Source: an optimization exercise on an open RTL-to-GDS flow (aim: small area, a short achievable clock period and few clock cycles per item). Production flows keep margins and buffers that such runs may drop.
Only simulation tests tie the RTL to the original design; equivalence was not proved.
Power and IR drop assume default switching activity.

==> flow/design.v <==
module mux2X1 #(parameter ADDER_WIDTH=1)(
    input wire[ADDER_WIDTH-1:0] iIn0,
    input wire[ADDER_WIDTH-1:0] iIn1,
    input iSel,
    output wire[ADDER_WIDTH-1:0] oOut
    );
    assign oOut = (iSel == 1)?iIn1:iIn0;
endmodule
module carry_lookahead_adder_8_bit(a,b,cin,sum,cout);
  input [7:0] a,b;
  input cin;
  output [7:0] sum;
  output cout;
  wire [7:0] p,g,c;
  assign p=a^b;
  assign g=a&b;
  assign c[0]=cin;
  assign c[1]=g[0]|(p[0]&c[0]);
  assign c[2]=g[1]|(p[1]&g[0])|(p[1]&p[0]&c[0]);
  assign c[3]=g[2]|(p[2]&g[1])|(p[2]&p[1]&g[0])|(p[2]&p[1]&p[0]&c[0]);
  assign c[4]=g[3]|(p[3]&g[2])|(p[3]&p[2]&g[1])|(p[3]&p[2]&p[1]&g[0])|(p[3]&p[2]&p[1]&p[0]&c[0]);
  assign c[5]=g[4]|(p[4]&g[3])|(p[4]&p[3]&g[2])|(p[4]&p[3]&p[2]&g[1])|(p[4]&p[3]&p[2]&p[1]&g[0])|(p[4]&p[3]&p[2]&p[1]&p[0]&c[0]);
  assign c[6]=g[5]|(p[5]&g[4])|(p[5]&p[4]&g[3])|(p[5]&p[4]&p[3]&g[2])|(p[5]&p[4]&p[3]&p[2]&g[1])|(p[5]&p[4]&p[3]&p[2]&p[1]&g[0])|(p[5]&p[4]&p[3]&p[2]&p[1]&p[0]&c[0]);
  assign c[7]=g[6]|(p[6]&g[5])|(p[6]&p[5]&g[4])|(p[6]&p[5]&p[4]&g[3])|(p[6]&p[5]&p[4]&p[3]&g[2])|(p[6]&p[5]&p[4]&p[3]&p[2]&g[1])|(p[6]&p[5]&p[4]&p[3]&p[2]&p[1]&g[0])|(p[6]&p[5]&p[4]&p[3]&p[2]&p[1]&p[0]&c[0]);
  assign cout=g[7]|(p[7]&g[6])|(p[7]&p[6]&g[5])|(p[7]&p[6]&p[5]&g[4])|(p[7]&p[6]&p[5]&p[4]&g[3])|(p[7]&p[6]&p[5]&p[4]&p[3]&g[2])|(p[7]&p[6]&p[5]&p[4]&p[3]&p[2]&g[1])|(p[7]&p[6]&p[5]&p[4]&p[3]&p[2]&p[1]&g[0])|(p[7]&p[6]&p[5]&p[4]&p[3]&p[2]&p[1]&p[0]&c[0]);
assign sum=p^c; 
endmodule
module CLA_8bit_slice#(
    parameter   ADDER_WIDTH = 8
    )
    (
    input   wire [ADDER_WIDTH-1:0]  iA, iB, 
    input   wire                    iCarry,
    output  wire [ADDER_WIDTH-1:0]  oSum, 
    output  wire                    oCarry
    );
    wire [ADDER_WIDTH-1:0] wS0, wS1;
    wire wC0, wC1;
    carry_lookahead_adder_8_bit carry_lookahead_adder_8b_inst1 (
        .a( iA ), 
        .b( iB ),
        .cin( 1'b0 ),
        .sum( wS0 ),
        .cout( wC0 )
        );
    carry_lookahead_adder_8_bit carry_lookahead_adder_8b_inst2 (
        .a( iA ), 
        .b( iB ),
        .cin( 1'b1 ),
        .sum( wS1 ),
        .cout( wC1 )
        );
    mux2X1 #(ADDER_WIDTH) mux2X1_inst_sum(
        .iIn0( wS0 ),
        .iIn1( wS1 ),
        .iSel( iCarry ),
        .oOut( oSum )
        );
    mux2X1 #(1) mux2X1_inst_carry(
        .iIn0( wC0 ),
        .iIn1( wC1 ),
        .iSel( iCarry ),
        .oOut( oCarry )
        );
endmodule
module carry_lookahead_adder_32_bit(
    input wire[31:0] a,
    input wire[31:0] b,
    input wire cin,
    output wire[31:0] sum,
    output wire cout
);
wire c1,c2,c3,c4,c5,C6;
CLA_8bit_slice cla7(.iA(a[7:0]), .iB(b[7:0]), .iCarry(cin), .oSum(sum[7:0]), .oCarry(c1)); 
CLA_8bit_slice cla2(.iA(a[15:8]), .iB(b[15:8]), .iCarry(c1), .oSum(sum[15:8]), .oCarry(c2));
CLA_8bit_slice cla3(.iA(a[23:16]), .iB(b[23:16]), .iCarry(c2), .oSum(sum[23:16]), .oCarry(c3));
CLA_8bit_slice cla4(.iA(a[31:24]), .iB(b[31:24]), .iCarry(c3), .oSum(sum[31:24]), .oCarry(cout));
endmodule
`timescale 1ns / 1ps
module mp_adder (
    input  wire         iAddSub,
    input  wire         iClk,
    input  wire         iRst,
    input  wire         iStart,
    input  wire [511:0] iOpA,
    input  wire [511:0] iOpB,
    output wire [512:0] oRes,
    output wire         oDone);
    wire [511:0] bx = iOpB ^ {512{iAddSub}};
    wire [511:0] p  = iOpA ^ bx;
    wire [511:0] g  = iOpA & bx;
    wire [63:0] cg, cp;
    genvar j;
    generate for (j = 0; j < 64; j = j + 1) begin : grp
        wire [7:0] gg, pp;
        assign gg[0] = g[j*8];
        assign pp[0] = p[j*8];
        genvar i;
        for (i = 1; i < 8; i = i + 1) begin : r
            assign gg[i] = g[j*8+i] | (p[j*8+i] & gg[i-1]);
            assign pp[i] = p[j*8+i] & pp[i-1];
        end
        assign cg[j] = gg[7];
        assign cp[j] = pp[7];
    end endgenerate
    wire c0g = cg[0] | (cp[0] & iAddSub);
    wire sg0_1 = cg[1] | (cp[1] & c0g);
    wire sp0_1 = cp[1] & cp[0];
    wire sg0_3 = cg[3] | (cp[3] & cg[2]);
    wire sp0_3 = cp[3] & cp[2];
    wire sg0_5 = cg[5] | (cp[5] & cg[4]);
    wire sp0_5 = cp[5] & cp[4];
    wire sg0_7 = cg[7] | (cp[7] & cg[6]);
    wire sp0_7 = cp[7] & cp[6];
    wire sg0_9 = cg[9] | (cp[9] & cg[8]);
    wire sp0_9 = cp[9] & cp[8];
    wire sg0_11 = cg[11] | (cp[11] & cg[10]);
    wire sp0_11 = cp[11] & cp[10];
    wire sg0_13 = cg[13] | (cp[13] & cg[12]);
    wire sp0_13 = cp[13] & cp[12];
    wire sg0_15 = cg[15] | (cp[15] & cg[14]);
    wire sp0_15 = cp[15] & cp[14];
    wire sg0_17 = cg[17] | (cp[17] & cg[16]);
    wire sp0_17 = cp[17] & cp[16];
    wire sg0_19 = cg[19] | (cp[19] & cg[18]);
    wire sp0_19 = cp[19] & cp[18];
    wire sg0_21 = cg[21] | (cp[21] & cg[20]);
    wire sp0_21 = cp[21] & cp[20];
    wire sg0_23 = cg[23] | (cp[23] & cg[22]);
    wire sp0_23 = cp[23] & cp[22];
    wire sg0_25 = cg[25] | (cp[25] & cg[24]);
    wire sp0_25 = cp[25] & cp[24];
    wire sg0_27 = cg[27] | (cp[27] & cg[26]);
    wire sp0_27 = cp[27] & cp[26];
    wire sg0_29 = cg[29] | (cp[29] & cg[28]);
    wire sp0_29 = cp[29] & cp[28];
    wire sg0_31 = cg[31] | (cp[31] & cg[30]);
    wire sp0_31 = cp[31] & cp[30];
    wire sg0_33 = cg[33] | (cp[33] & cg[32]);
    wire sp0_33 = cp[33] & cp[32];
    wire sg0_35 = cg[35] | (cp[35] & cg[34]);
    wire sp0_35 = cp[35] & cp[34];
    wire sg0_37 = cg[37] | (cp[37] & cg[36]);
    wire sp0_37 = cp[37] & cp[36];
    wire sg0_39 = cg[39] | (cp[39] & cg[38]);
    wire sp0_39 = cp[39] & cp[38];
    wire sg0_41 = cg[41] | (cp[41] & cg[40]);
    wire sp0_41 = cp[41] & cp[40];
    wire sg0_43 = cg[43] | (cp[43] & cg[42]);
    wire sp0_43 = cp[43] & cp[42];
    wire sg0_45 = cg[45] | (cp[45] & cg[44]);
    wire sp0_45 = cp[45] & cp[44];
    wire sg0_47 = cg[47] | (cp[47] & cg[46]);
    wire sp0_47 = cp[47] & cp[46];
    wire sg0_49 = cg[49] | (cp[49] & cg[48]);
    wire sp0_49 = cp[49] & cp[48];
    wire sg0_51 = cg[51] | (cp[51] & cg[50]);
    wire sp0_51 = cp[51] & cp[50];
    wire sg0_53 = cg[53] | (cp[53] & cg[52]);
    wire sp0_53 = cp[53] & cp[52];
    wire sg0_55 = cg[55] | (cp[55] & cg[54]);
    wire sp0_55 = cp[55] & cp[54];
    wire sg0_57 = cg[57] | (cp[57] & cg[56]);
    wire sp0_57 = cp[57] & cp[56];
    wire sg0_59 = cg[59] | (cp[59] & cg[58]);
    wire sp0_59 = cp[59] & cp[58];
    wire sg0_61 = cg[61] | (cp[61] & cg[60]);
    wire sp0_61 = cp[61] & cp[60];
    wire sg0_63 = cg[63] | (cp[63] & cg[62]);
    wire sp0_63 = cp[63] & cp[62];
    wire sg1_2 = cg[2] | (cp[2] & sg0_1);
    wire sp1_2 = cp[2] & sp0_1;
    wire sg1_3 = sg0_3 | (sp0_3 & sg0_1);
    wire sp1_3 = sp0_3 & sp0_1;
    wire sg1_6 = cg[6] | (cp[6] & sg0_5);
    wire sp1_6 = cp[6] & sp0_5;
    wire sg1_7 = sg0_7 | (sp0_7 & sg0_5);
    wire sp1_7 = sp0_7 & sp0_5;
    wire sg1_10 = cg[10] | (cp[10] & sg0_9);
    wire sp1_10 = cp[10] & sp0_9;
    wire sg1_11 = sg0_11 | (sp0_11 & sg0_9);
    wire sp1_11 = sp0_11 & sp0_9;
    wire sg1_14 = cg[14] | (cp[14] & sg0_13);
    wire sp1_14 = cp[14] & sp0_13;
    wire sg1_15 = sg0_15 | (sp0_15 & sg0_13);
    wire sp1_15 = sp0_15 & sp0_13;
    wire sg1_18 = cg[18] | (cp[18] & sg0_17);
    wire sp1_18 = cp[18] & sp0_17;
    wire sg1_19 = sg0_19 | (sp0_19 & sg0_17);
    wire sp1_19 = sp0_19 & sp0_17;
    wire sg1_22 = cg[22] | (cp[22] & sg0_21);
    wire sp1_22 = cp[22] & sp0_21;
    wire sg1_23 = sg0_23 | (sp0_23 & sg0_21);
    wire sp1_23 = sp0_23 & sp0_21;
    wire sg1_26 = cg[26] | (cp[26] & sg0_25);
    wire sp1_26 = cp[26] & sp0_25;
    wire sg1_27 = sg0_27 | (sp0_27 & sg0_25);
    wire sp1_27 = sp0_27 & sp0_25;
    wire sg1_30 = cg[30] | (cp[30] & sg0_29);
    wire sp1_30 = cp[30] & sp0_29;
    wire sg1_31 = sg0_31 | (sp0_31 & sg0_29);
    wire sp1_31 = sp0_31 & sp0_29;
    wire sg1_34 = cg[34] | (cp[34] & sg0_33);
    wire sp1_34 = cp[34] & sp0_33;
    wire sg1_35 = sg0_35 | (sp0_35 & sg0_33);
    wire sp1_35 = sp0_35 & sp0_33;
    wire sg1_38 = cg[38] | (cp[38] & sg0_37);
    wire sp1_38 = cp[38] & sp0_37;
    wire sg1_39 = sg0_39 | (sp0_39 & sg0_37);
    wire sp1_39 = sp0_39 & sp0_37;
    wire sg1_42 = cg[42] | (cp[42] & sg0_41);
    wire sp1_42 = cp[42] & sp0_41;
    wire sg1_43 = sg0_43 | (sp0_43 & sg0_41);
    wire sp1_43 = sp0_43 & sp0_41;
    wire sg1_46 = cg[46] | (cp[46] & sg0_45);
    wire sp1_46 = cp[46] & sp0_45;
    wire sg1_47 = sg0_47 | (sp0_47 & sg0_45);
    wire sp1_47 = sp0_47 & sp0_45;
    wire sg1_50 = cg[50] | (cp[50] & sg0_49);
    wire sp1_50 = cp[50] & sp0_49;
    wire sg1_51 = sg0_51 | (sp0_51 & sg0_49);
    wire sp1_51 = sp0_51 & sp0_49;
    wire sg1_54 = cg[54] | (cp[54] & sg0_53);
    wire sp1_54 = cp[54] & sp0_53;
    wire sg1_55 = sg0_55 | (sp0_55 & sg0_53);
    wire sp1_55 = sp0_55 & sp0_53;
    wire sg1_58 = cg[58] | (cp[58] & sg0_57);
    wire sp1_58 = cp[58] & sp0_57;
    wire sg1_59 = sg0_59 | (sp0_59 & sg0_57);
    wire sp1_59 = sp0_59 & sp0_57;
    wire sg1_62 = cg[62] | (cp[62] & sg0_61);
    wire sp1_62 = cp[62] & sp0_61;
    wire sg1_63 = sg0_63 | (sp0_63 & sg0_61);
    wire sp1_63 = sp0_63 & sp0_61;
    wire sg2_4 = cg[4] | (cp[4] & sg1_3);
    wire sp2_4 = cp[4] & sp1_3;
    wire sg2_5 = sg0_5 | (sp0_5 & sg1_3);
    wire sp2_5 = sp0_5 & sp1_3;
    wire sg2_6 = sg1_6 | (sp1_6 & sg1_3);
    wire sp2_6 = sp1_6 & sp1_3;
    wire sg2_7 = sg1_7 | (sp1_7 & sg1_3);
    wire sp2_7 = sp1_7 & sp1_3;
    wire sg2_12 = cg[12] | (cp[12] & sg1_11);
    wire sp2_12 = cp[12] & sp1_11;
    wire sg2_13 = sg0_13 | (sp0_13 & sg1_11);
    wire sp2_13 = sp0_13 & sp1_11;
    wire sg2_14 = sg1_14 | (sp1_14 & sg1_11);
    wire sp2_14 = sp1_14 & sp1_11;
    wire sg2_15 = sg1_15 | (sp1_15 & sg1_11);
    wire sp2_15 = sp1_15 & sp1_11;
    wire sg2_20 = cg[20] | (cp[20] & sg1_19);
    wire sp2_20 = cp[20] & sp1_19;
    wire sg2_21 = sg0_21 | (sp0_21 & sg1_19);
    wire sp2_21 = sp0_21 & sp1_19;
    wire sg2_22 = sg1_22 | (sp1_22 & sg1_19);
    wire sp2_22 = sp1_22 & sp1_19;
    wire sg2_23 = sg1_23 | (sp1_23 & sg1_19);
    wire sp2_23 = sp1_23 & sp1_19;
    wire sg2_28 = cg[28] | (cp[28] & sg1_27);
    wire sp2_28 = cp[28] & sp1_27;
    wire sg2_29 = sg0_29 | (sp0_29 & sg1_27);
    wire sp2_29 = sp0_29 & sp1_27;
    wire sg2_30 = sg1_30 | (sp1_30 & sg1_27);
    wire sp2_30 = sp1_30 & sp1_27;
    wire sg2_31 = sg1_31 | (sp1_31 & sg1_27);
    wire sp2_31 = sp1_31 & sp1_27;
    wire sg2_36 = cg[36] | (cp[36] & sg1_35);
    wire sp2_36 = cp[36] & sp1_35;
    wire sg2_37 = sg0_37 | (sp0_37 & sg1_35);
    wire sp2_37 = sp0_37 & sp1_35;
    wire sg2_38 = sg1_38 | (sp1_38 & sg1_35);
    wire sp2_38 = sp1_38 & sp1_35;
    wire sg2_39 = sg1_39 | (sp1_39 & sg1_35);
    wire sp2_39 = sp1_39 & sp1_35;
    wire sg2_44 = cg[44] | (cp[44] & sg1_43);
    wire sp2_44 = cp[44] & sp1_43;
    wire sg2_45 = sg0_45 | (sp0_45 & sg1_43);
    wire sp2_45 = sp0_45 & sp1_43;
    wire sg2_46 = sg1_46 | (sp1_46 & sg1_43);
    wire sp2_46 = sp1_46 & sp1_43;
    wire sg2_47 = sg1_47 | (sp1_47 & sg1_43);
    wire sp2_47 = sp1_47 & sp1_43;
    wire sg2_52 = cg[52] | (cp[52] & sg1_51);
    wire sp2_52 = cp[52] & sp1_51;
    wire sg2_53 = sg0_53 | (sp0_53 & sg1_51);
    wire sp2_53 = sp0_53 & sp1_51;
    wire sg2_54 = sg1_54 | (sp1_54 & sg1_51);
    wire sp2_54 = sp1_54 & sp1_51;
    wire sg2_55 = sg1_55 | (sp1_55 & sg1_51);
    wire sp2_55 = sp1_55 & sp1_51;
    wire sg2_60 = cg[60] | (cp[60] & sg1_59);
    wire sp2_60 = cp[60] & sp1_59;
    wire sg2_61 = sg0_61 | (sp0_61 & sg1_59);
    wire sp2_61 = sp0_61 & sp1_59;
    wire sg2_62 = sg1_62 | (sp1_62 & sg1_59);
    wire sp2_62 = sp1_62 & sp1_59;
    wire sg2_63 = sg1_63 | (sp1_63 & sg1_59);
    wire sp2_63 = sp1_63 & sp1_59;
    wire sg3_8 = cg[8] | (cp[8] & sg2_7);
    wire sp3_8 = cp[8] & sp2_7;
    wire sg3_9 = sg0_9 | (sp0_9 & sg2_7);
    wire sp3_9 = sp0_9 & sp2_7;
    wire sg3_10 = sg1_10 | (sp1_10 & sg2_7);
    wire sp3_10 = sp1_10 & sp2_7;
    wire sg3_11 = sg1_11 | (sp1_11 & sg2_7);
    wire sp3_11 = sp1_11 & sp2_7;
    wire sg3_12 = sg2_12 | (sp2_12 & sg2_7);
    wire sp3_12 = sp2_12 & sp2_7;
    wire sg3_13 = sg2_13 | (sp2_13 & sg2_7);
    wire sp3_13 = sp2_13 & sp2_7;
    wire sg3_14 = sg2_14 | (sp2_14 & sg2_7);
    wire sp3_14 = sp2_14 & sp2_7;
    wire sg3_15 = sg2_15 | (sp2_15 & sg2_7);
    wire sp3_15 = sp2_15 & sp2_7;
    wire sg3_24 = cg[24] | (cp[24] & sg2_23);
    wire sp3_24 = cp[24] & sp2_23;
    wire sg3_25 = sg0_25 | (sp0_25 & sg2_23);
    wire sp3_25 = sp0_25 & sp2_23;
    wire sg3_26 = sg1_26 | (sp1_26 & sg2_23);
    wire sp3_26 = sp1_26 & sp2_23;
    wire sg3_27 = sg1_27 | (sp1_27 & sg2_23);
    wire sp3_27 = sp1_27 & sp2_23;
    wire sg3_28 = sg2_28 | (sp2_28 & sg2_23);
    wire sp3_28 = sp2_28 & sp2_23;
    wire sg3_29 = sg2_29 | (sp2_29 & sg2_23);
    wire sp3_29 = sp2_29 & sp2_23;
    wire sg3_30 = sg2_30 | (sp2_30 & sg2_23);
    wire sp3_30 = sp2_30 & sp2_23;
    wire sg3_31 = sg2_31 | (sp2_31 & sg2_23);
    wire sp3_31 = sp2_31 & sp2_23;
    wire sg3_40 = cg[40] | (cp[40] & sg2_39);
    wire sp3_40 = cp[40] & sp2_39;
    wire sg3_41 = sg0_41 | (sp0_41 & sg2_39);
    wire sp3_41 = sp0_41 & sp2_39;
    wire sg3_42 = sg1_42 | (sp1_42 & sg2_39);
    wire sp3_42 = sp1_42 & sp2_39;
    wire sg3_43 = sg1_43 | (sp1_43 & sg2_39);
    wire sp3_43 = sp1_43 & sp2_39;
    wire sg3_44 = sg2_44 | (sp2_44 & sg2_39);
    wire sp3_44 = sp2_44 & sp2_39;
    wire sg3_45 = sg2_45 | (sp2_45 & sg2_39);
    wire sp3_45 = sp2_45 & sp2_39;
    wire sg3_46 = sg2_46 | (sp2_46 & sg2_39);
    wire sp3_46 = sp2_46 & sp2_39;
    wire sg3_47 = sg2_47 | (sp2_47 & sg2_39);
    wire sp3_47 = sp2_47 & sp2_39;
    wire sg3_56 = cg[56] | (cp[56] & sg2_55);
    wire sp3_56 = cp[56] & sp2_55;
    wire sg3_57 = sg0_57 | (sp0_57 & sg2_55);
    wire sp3_57 = sp0_57 & sp2_55;
    wire sg3_58 = sg1_58 | (sp1_58 & sg2_55);
    wire sp3_58 = sp1_58 & sp2_55;
    wire sg3_59 = sg1_59 | (sp1_59 & sg2_55);
    wire sp3_59 = sp1_59 & sp2_55;
    wire sg3_60 = sg2_60 | (sp2_60 & sg2_55);
    wire sp3_60 = sp2_60 & sp2_55;
    wire sg3_61 = sg2_61 | (sp2_61 & sg2_55);
    wire sp3_61 = sp2_61 & sp2_55;
    wire sg3_62 = sg2_62 | (sp2_62 & sg2_55);
    wire sp3_62 = sp2_62 & sp2_55;
    wire sg3_63 = sg2_63 | (sp2_63 & sg2_55);
    wire sp3_63 = sp2_63 & sp2_55;
    wire sg4_16 = cg[16] | (cp[16] & sg3_15);
    wire sp4_16 = cp[16] & sp3_15;
    wire sg4_17 = sg0_17 | (sp0_17 & sg3_15);
    wire sp4_17 = sp0_17 & sp3_15;
    wire sg4_18 = sg1_18 | (sp1_18 & sg3_15);
    wire sp4_18 = sp1_18 & sp3_15;
    wire sg4_19 = sg1_19 | (sp1_19 & sg3_15);
    wire sp4_19 = sp1_19 & sp3_15;
    wire sg4_20 = sg2_20 | (sp2_20 & sg3_15);
    wire sp4_20 = sp2_20 & sp3_15;
    wire sg4_21 = sg2_21 | (sp2_21 & sg3_15);
    wire sp4_21 = sp2_21 & sp3_15;
    wire sg4_22 = sg2_22 | (sp2_22 & sg3_15);
    wire sp4_22 = sp2_22 & sp3_15;
    wire sg4_23 = sg2_23 | (sp2_23 & sg3_15);
    wire sp4_23 = sp2_23 & sp3_15;
    wire sg4_24 = sg3_24 | (sp3_24 & sg3_15);
    wire sp4_24 = sp3_24 & sp3_15;
    wire sg4_25 = sg3_25 | (sp3_25 & sg3_15);
    wire sp4_25 = sp3_25 & sp3_15;
    wire sg4_26 = sg3_26 | (sp3_26 & sg3_15);
    wire sp4_26 = sp3_26 & sp3_15;
    wire sg4_27 = sg3_27 | (sp3_27 & sg3_15);
    wire sp4_27 = sp3_27 & sp3_15;
    wire sg4_28 = sg3_28 | (sp3_28 & sg3_15);
    wire sp4_28 = sp3_28 & sp3_15;
    wire sg4_29 = sg3_29 | (sp3_29 & sg3_15);
    wire sp4_29 = sp3_29 & sp3_15;
    wire sg4_30 = sg3_30 | (sp3_30 & sg3_15);
    wire sp4_30 = sp3_30 & sp3_15;
    wire sg4_31 = sg3_31 | (sp3_31 & sg3_15);
    wire sp4_31 = sp3_31 & sp3_15;
    wire sg4_48 = cg[48] | (cp[48] & sg3_47);
    wire sp4_48 = cp[48] & sp3_47;
    wire sg4_49 = sg0_49 | (sp0_49 & sg3_47);
    wire sp4_49 = sp0_49 & sp3_47;
    wire sg4_50 = sg1_50 | (sp1_50 & sg3_47);
    wire sp4_50 = sp1_50 & sp3_47;
    wire sg4_51 = sg1_51 | (sp1_51 & sg3_47);
    wire sp4_51 = sp1_51 & sp3_47;
    wire sg4_52 = sg2_52 | (sp2_52 & sg3_47);
    wire sp4_52 = sp2_52 & sp3_47;
    wire sg4_53 = sg2_53 | (sp2_53 & sg3_47);
    wire sp4_53 = sp2_53 & sp3_47;
    wire sg4_54 = sg2_54 | (sp2_54 & sg3_47);
    wire sp4_54 = sp2_54 & sp3_47;
    wire sg4_55 = sg2_55 | (sp2_55 & sg3_47);
    wire sp4_55 = sp2_55 & sp3_47;
    wire sg4_56 = sg3_56 | (sp3_56 & sg3_47);
    wire sp4_56 = sp3_56 & sp3_47;
    wire sg4_57 = sg3_57 | (sp3_57 & sg3_47);
    wire sp4_57 = sp3_57 & sp3_47;
    wire sg4_58 = sg3_58 | (sp3_58 & sg3_47);
    wire sp4_58 = sp3_58 & sp3_47;
    wire sg4_59 = sg3_59 | (sp3_59 & sg3_47);
    wire sp4_59 = sp3_59 & sp3_47;
    wire sg4_60 = sg3_60 | (sp3_60 & sg3_47);
    wire sp4_60 = sp3_60 & sp3_47;
    wire sg4_61 = sg3_61 | (sp3_61 & sg3_47);
    wire sp4_61 = sp3_61 & sp3_47;
    wire sg4_62 = sg3_62 | (sp3_62 & sg3_47);
    wire sp4_62 = sp3_62 & sp3_47;
    wire sg4_63 = sg3_63 | (sp3_63 & sg3_47);
    wire sp4_63 = sp3_63 & sp3_47;
    wire sg5_32 = cg[32] | (cp[32] & sg4_31);
    wire sp5_32 = cp[32] & sp4_31;
    wire sg5_33 = sg0_33 | (sp0_33 & sg4_31);
    wire sp5_33 = sp0_33 & sp4_31;
    wire sg5_34 = sg1_34 | (sp1_34 & sg4_31);
    wire sp5_34 = sp1_34 & sp4_31;
    wire sg5_35 = sg1_35 | (sp1_35 & sg4_31);
    wire sp5_35 = sp1_35 & sp4_31;
    wire sg5_36 = sg2_36 | (sp2_36 & sg4_31);
    wire sp5_36 = sp2_36 & sp4_31;
    wire sg5_37 = sg2_37 | (sp2_37 & sg4_31);
    wire sp5_37 = sp2_37 & sp4_31;
    wire sg5_38 = sg2_38 | (sp2_38 & sg4_31);
    wire sp5_38 = sp2_38 & sp4_31;
    wire sg5_39 = sg2_39 | (sp2_39 & sg4_31);
    wire sp5_39 = sp2_39 & sp4_31;
    wire sg5_40 = sg3_40 | (sp3_40 & sg4_31);
    wire sp5_40 = sp3_40 & sp4_31;
    wire sg5_41 = sg3_41 | (sp3_41 & sg4_31);
    wire sp5_41 = sp3_41 & sp4_31;
    wire sg5_42 = sg3_42 | (sp3_42 & sg4_31);
    wire sp5_42 = sp3_42 & sp4_31;
    wire sg5_43 = sg3_43 | (sp3_43 & sg4_31);
    wire sp5_43 = sp3_43 & sp4_31;
    wire sg5_44 = sg3_44 | (sp3_44 & sg4_31);
    wire sp5_44 = sp3_44 & sp4_31;
    wire sg5_45 = sg3_45 | (sp3_45 & sg4_31);
    wire sp5_45 = sp3_45 & sp4_31;
    wire sg5_46 = sg3_46 | (sp3_46 & sg4_31);
    wire sp5_46 = sp3_46 & sp4_31;
    wire sg5_47 = sg3_47 | (sp3_47 & sg4_31);
    wire sp5_47 = sp3_47 & sp4_31;
    wire sg5_48 = sg4_48 | (sp4_48 & sg4_31);
    wire sp5_48 = sp4_48 & sp4_31;
    wire sg5_49 = sg4_49 | (sp4_49 & sg4_31);
    wire sp5_49 = sp4_49 & sp4_31;
    wire sg5_50 = sg4_50 | (sp4_50 & sg4_31);
    wire sp5_50 = sp4_50 & sp4_31;
    wire sg5_51 = sg4_51 | (sp4_51 & sg4_31);
    wire sp5_51 = sp4_51 & sp4_31;
    wire sg5_52 = sg4_52 | (sp4_52 & sg4_31);
    wire sp5_52 = sp4_52 & sp4_31;
    wire sg5_53 = sg4_53 | (sp4_53 & sg4_31);
    wire sp5_53 = sp4_53 & sp4_31;
    wire sg5_54 = sg4_54 | (sp4_54 & sg4_31);
    wire sp5_54 = sp4_54 & sp4_31;
    wire sg5_55 = sg4_55 | (sp4_55 & sg4_31);
    wire sp5_55 = sp4_55 & sp4_31;
    wire sg5_56 = sg4_56 | (sp4_56 & sg4_31);
    wire sp5_56 = sp4_56 & sp4_31;
    wire sg5_57 = sg4_57 | (sp4_57 & sg4_31);
    wire sp5_57 = sp4_57 & sp4_31;
    wire sg5_58 = sg4_58 | (sp4_58 & sg4_31);
    wire sp5_58 = sp4_58 & sp4_31;
    wire sg5_59 = sg4_59 | (sp4_59 & sg4_31);
    wire sp5_59 = sp4_59 & sp4_31;
    wire sg5_60 = sg4_60 | (sp4_60 & sg4_31);
    wire sp5_60 = sp4_60 & sp4_31;
    wire sg5_61 = sg4_61 | (sp4_61 & sg4_31);
    wire sp5_61 = sp4_61 & sp4_31;
    wire sg5_62 = sg4_62 | (sp4_62 & sg4_31);
    wire sp5_62 = sp4_62 & sp4_31;
    wire sg5_63 = sg4_63 | (sp4_63 & sg4_31);
    wire sp5_63 = sp4_63 & sp4_31;
    wire [63:0] cc;   
    assign cc[0] = c0g;
    assign cc[1] = sg0_1;
    assign cc[2] = sg1_2;
    assign cc[3] = sg1_3;
    assign cc[4] = sg2_4;
    assign cc[5] = sg2_5;
    assign cc[6] = sg2_6;
    assign cc[7] = sg2_7;
    assign cc[8] = sg3_8;
    assign cc[9] = sg3_9;
    assign cc[10] = sg3_10;
    assign cc[11] = sg3_11;
    assign cc[12] = sg3_12;
    assign cc[13] = sg3_13;
    assign cc[14] = sg3_14;
    assign cc[15] = sg3_15;
    assign cc[16] = sg4_16;
    assign cc[17] = sg4_17;
    assign cc[18] = sg4_18;
    assign cc[19] = sg4_19;
    assign cc[20] = sg4_20;
    assign cc[21] = sg4_21;
    assign cc[22] = sg4_22;
    assign cc[23] = sg4_23;
    assign cc[24] = sg4_24;
    assign cc[25] = sg4_25;
    assign cc[26] = sg4_26;
    assign cc[27] = sg4_27;
    assign cc[28] = sg4_28;
    assign cc[29] = sg4_29;
    assign cc[30] = sg4_30;
    assign cc[31] = sg4_31;
    assign cc[32] = sg5_32;
    assign cc[33] = sg5_33;
    assign cc[34] = sg5_34;
    assign cc[35] = sg5_35;
    assign cc[36] = sg5_36;
    assign cc[37] = sg5_37;
    assign cc[38] = sg5_38;
    assign cc[39] = sg5_39;
    assign cc[40] = sg5_40;
    assign cc[41] = sg5_41;
    assign cc[42] = sg5_42;
    assign cc[43] = sg5_43;
    assign cc[44] = sg5_44;
    assign cc[45] = sg5_45;
    assign cc[46] = sg5_46;
    assign cc[47] = sg5_47;
    assign cc[48] = sg5_48;
    assign cc[49] = sg5_49;
    assign cc[50] = sg5_50;
    assign cc[51] = sg5_51;
    assign cc[52] = sg5_52;
    assign cc[53] = sg5_53;
    assign cc[54] = sg5_54;
    assign cc[55] = sg5_55;
    assign cc[56] = sg5_56;
    assign cc[57] = sg5_57;
    assign cc[58] = sg5_58;
    assign cc[59] = sg5_59;
    assign cc[60] = sg5_60;
    assign cc[61] = sg5_61;
    assign cc[62] = sg5_62;
    assign cc[63] = sg5_63;
    reg [63:1] rC;
    reg        rCout;
    reg        rDone;
    always @(posedge iClk) begin
        rC    <= cc[62:0];
        rCout <= cc[63] & ~iAddSub;
        if (iRst) rDone <= 1'b0;
        else      rDone <= iStart;
    end
    wire [63:0] cin = {rC, iAddSub};
    wire [511:0] c;   
    generate for (j = 0; j < 64; j = j + 1) begin : sum
        assign c[j*8] = cin[j];
        genvar i;
        for (i = 1; i < 8; i = i + 1) begin : r
            assign c[j*8+i] = g[j*8+i-1] | (p[j*8+i-1] & c[j*8+i-1]);
        end
    end endgenerate
    assign oRes  = {rCout, p ^ c};
    assign oDone = rDone;
endmodule
==> flow/run.sh <==
#!/bin/bash
# synth_recipe.tcl (not shown) runs the flow's synth.tcl, then flattens the netlist and writes it again
# the make line also repeats each setting of config.mk as NAME=value (left out here)
make -C /OpenROAD-flow-scripts/flow DESIGN_CONFIG=/design/flow/config.mk WORK_HOME=/design/flow/orfs CLKGATE_MAP_FILE= SYNTH_SCRIPT=/design/flow/synth_recipe.tcl finish
==> flow/config.mk <==
export PLATFORM = sky130hd
export DESIGN_NAME = mp_adder
export DESIGN_NICKNAME = mp_adder
export VERILOG_FILES = /design/flow/design.v
export SDC_FILE = /design/flow/constraint.sdc
export NUM_CORES = 4
export LEC_CHECK = 0
export CAP_MARGIN = 20
export CORE_AREA = 10 10 550 550
export DIE_AREA = 0 0 560 560
export SLEW_MARGIN = 20
==> flow/constraint.sdc <==
create_clock -name core_clock -period 5.0 [get_ports {iClk}]
set_input_delay 1.0000 -clock core_clock [delete_from_list [all_inputs] [get_ports {iClk}]]
set_output_delay 1.0000 -clock core_clock [all_outputs]
set_load 0.01 [all_outputs]
==> summary.txt <==
Status
  • Status: finished with violations
  • SO Faults: setup timing

Drt
  • DRC viols: 0
  • Vias: 38.1k
  • Iteration-0 DRC Markers: 2476
  • Routed length on met3: 43000 microns
  • Drt via density: 3.68
  • Avg WL per Cell: 31.2 microns
  • Router iterations before antenna repair: 5
  • M1 wire length: 124000 microns
  • Top Metal Used: met5
  • WL met2: 145000 microns
  • Final ANT Viol Nets: 0
  • Final wirelength: 324000 microns

STA
  • Setup ws final: -0.702 ns
  • Final hold vios: 0
  • Setup violations, final: 204
  • Slew headroom: 50.5%
  • Final Critical Period: 5.70 ns
  • Unrepaired setup endpoints after global routing: yes
  • Worst Tran Pin Value: 0.739 ns
  • Tcrit/Tclk final: 114%
  • Max Freq: 175 MHz
  • Final Max Tran Viols: 0

Synth
  • Yosys reg bits: 65
  • Synthesized Nets: 5900
  • Mapped Area: 32600 sq um
  • Ys async rst share: 0%
  • Post-synth EDFFs: 0
  • Top_reg_cell synth: dfxtp_1
  • Average size of a mapped cell: 8.34 sq um
  • Sequential-to-total area share from yosys stat: 3.99%
  • Post-Synthesis Cells: 3913
  • Synth area leaders: fa_1 27%, ha_1 20%, inv_1 15%
  • Top post-synthesis cells by count: 1263 x inv_1, 513 x xor2_1, 512 x ha_1, 447 x fa_1, 114 x a21oi_1
  • Most common cell in the netlist: inv_1
  • Synth warnings: 1
  • Number of distinct library cells after synthesis: 74
  • Leading area contributor after synthesis: fa_1
  • Post-synth top area share: 27.4%

Placement
  • Placed Cells: 10.0k
  • Post-DP HPWL: 304000 microns
  • IO buf count: 1541
  • Post-DP Area: 62100 sq um
  • GP Congestion: 1.01

Power
  • Psw: 7.61 mW
  • Power Total: 15.3 mW
  • Comb pwr share: 89.4%
  • Switching share of total power: 49.7%
  • Clock share of power: 6.0%
  • Leakage: 31.3 nW
  • Reg power frac: 4.7%
  • Int Pwr: 7.71 mW
  • Power per cell area: 230 nW/um^2
  • IR drop worst, VDD: 0.000150 V

Floorplan
  • Die ar.: 314000 sq um
  • CORE AREA: 291000 sq um
  • Initial Utilization: 11.2%
  • Die W: 560 microns
  • Die height: 560 microns
  • Site row count: 198
  • Io pins: 1542

Global route
  • Largest net degree at the start of global routing: 19
  • Total gr overflow: 0
  • Number of global-route vias before repair: 39.4k
  • Global Route Usage Sum: 19.8%
  • Global-route wire length before repair: 408000 microns
  • Number of antenna violations at the first check in global routing: 319

Finish
  • Layout area overhead: 104%
  • Finished Layout Cells: 10.4k
  • Finished Cell Area: 66500 sq um
  • FILL cells: 31.8k
  • Fraction of layout cells with a size suffix above 1: 35.0%
  • Final net count: 8333
  • Core Util, Final: 22.9%

Critical path
  • Kind of critical path: input port to output port
  • Worst setup SP type: input port
  • Worst Path Max Fanout: 8
  • Worst Path Required: 4.00 ns
  • CP Capture Type: output port
  • Worst endpoint data arrival time: 4.70 ns

CTS
  • Hold buffers post-CTS: 0
  • Clock sink count: 65
  • CTS clk-pin slew, worst paths: 0.12 ns
  • Cts bufs inserted: 9
  • Clk buf depth: 2
  • H-tree Lvls: 3
  • Root Driver: clkbuf_16
  • TritonCTS clock tree: built

Worst hold path
  • Hold crit path type: input port to flop

Run
  • Max-cap violation count: 0
==> per-stage QoR <==
step / hold WS (ns) / setup TNS [ns] / setup slack [ns]
after floorplan: 1.07 / -35.18 / -0.323
after global placement: 1.56 / -217.66 / -1.14
after detailed placement: 1.57 / -225.58 / -1.21
after CTS: 1.00 / -93.07 / -0.793
after global routing: 1.07 / -100.14 / -0.782
final: 1.08 / -84.57 / -0.702
==> power groups by stage <==
stage / sequential, mW / clock [mW] / combinational [mW]
after global routing: 0.726 / 0.976 / 14.6
after CTS: 0.713 / 1.01 / 13.7
after floorplan: 0.694 / 0 / 4.72
after global placement: 0.734 / 0 / 13.3
after detailed placement: 0.730 / 0 / 13.3
final: 0.714 / 0.915 / 13.7
==> cells by family after synthesis <==
group / share of synthesized area (%)
flip-flops: 3.99
AND/OR/NAND/NOR: 7.45
adder cells (fa/ha/maj): 47.1
AO/OA/AOI/OAI: 10.7
buffers and inverters: 15.2
multiplexers: 0.0307
XOR/XNOR: 15.5
==> cells in the final DEF, fill, tap and decap left out, types with 11 or more instances in the layout <==
master           Yosys  routed
a21o_1              78      78
o21ai_0             96      81
nor2_1              95      95
dlygate4sd2_1        0      50
o211ai_1            23      23
ha_1               512     507
dfxtp_1             65      65
buf_12               0     180
a211oi_1            36      30
xor2_4               0      74
o21bai_1            18      16
xor2_2               0      47
buf_4                1     840
clkdlybuf4s50_1      0    1139
buf_8                0      27
nand2_1             95      94
xnor2_2              0      55
nand4_1             94      94
fa_2                 0     447
dlymetal6s2s_1       0      12
o21a_1              19      19
buf_6                0     159
nand2b_1            13      12
xor2_1             513     392
inv_1             1263    1056
inv_2                0     204
diode_2              0     110
nor2b_1             11      11
a21oi_1            114     112
or3_1               17      15
nand3_1             56      53
nor3_1              43      41
buf_2                0      51
or2_2               11      11
==> worst paths after layout <==
path / from / to / cells past startpoint
setup / recovery: iAddSub / oRes[486] / 15
hold / removal: iStart / rDone / 2
==> what timing repair did <==
action / 4_1_cts / 5_1_grt
gates resized for setup: 1082 / 241
endpoints found under the setup margin: 314 / 276
cloned: 6 / 0
buffers inserted: 152 / 56
pin swaps: 185 / 194
==> critical path: stages <==
cell	delay (ns)
buf_16	0.15
buf_4	0.17
buf_8	0.12
buf_12	0.12
xor2_4	0.29
fa_2	0.27
inv_2	0.04
fa_2	0.35
fa_2	0.35
fa_2	0.36
fa_2	0.35
fa_2	0.36
fa_2	0.55
inv_2	0.05
buf_6	0.11
==> per-layer routing <==
metal / global-route usage, % / up-vias
met5: 0 / -
met4: 4.71 / 226
met3: 11.4 / 551
met2: 32.2 / 1876
met1: 22.4 / 18400
li1: - / 17100
==> area by class of cell <==
type	instances	area, sq um	share of cell area, %
multi-input combinational	2524	30200	45.4
timing repair buffer	2483	24800	37.3
inverter	1263	4750	7.14
antenna	110	275	0.414
sequential	65	1300	1.96
clock inverter	2	37.5	0.0564
clock buffer	13	260	0.391
tap	3900	4880	7.34
==> registers in the layout, summed over array words and instances (netlist names) <==
register / cells
rCout: 1
rDone: 1
rC: 63
Testbench counts, summed over its fixed seeds: cycles 768, items 384.

==> port drivers added, routing unchanged <==
How much do the figures lean on ideal ports? The routed layout below was timed once more, with nothing changed but the port constraints. Step 1 sets driving cells, clkbuf_16 on the clock port and buf_2 on the other inputs (assumed; they add their load-dependent delay and slew). Step 2 moves the port delays by t, midway between the first and last clock arrival at a register: inputs arrive t later, outputs are due t later. That takes back most of the time a late clock gives input paths. Slacks: ideal ports / drivers / drivers and shift; pairs: ideal ports / drivers.
t (ns): 0.530
slack for setup (ns): -0.702 / -0.912 / -0.912
hold slack, ns: 1.076 / 1.021 / 1.551
clock arrival spread, ns: 0.033 / 0.034
For this run, drivers alone change the setup slack by -0.210 ns; drivers and shift together by -0.210 ns.
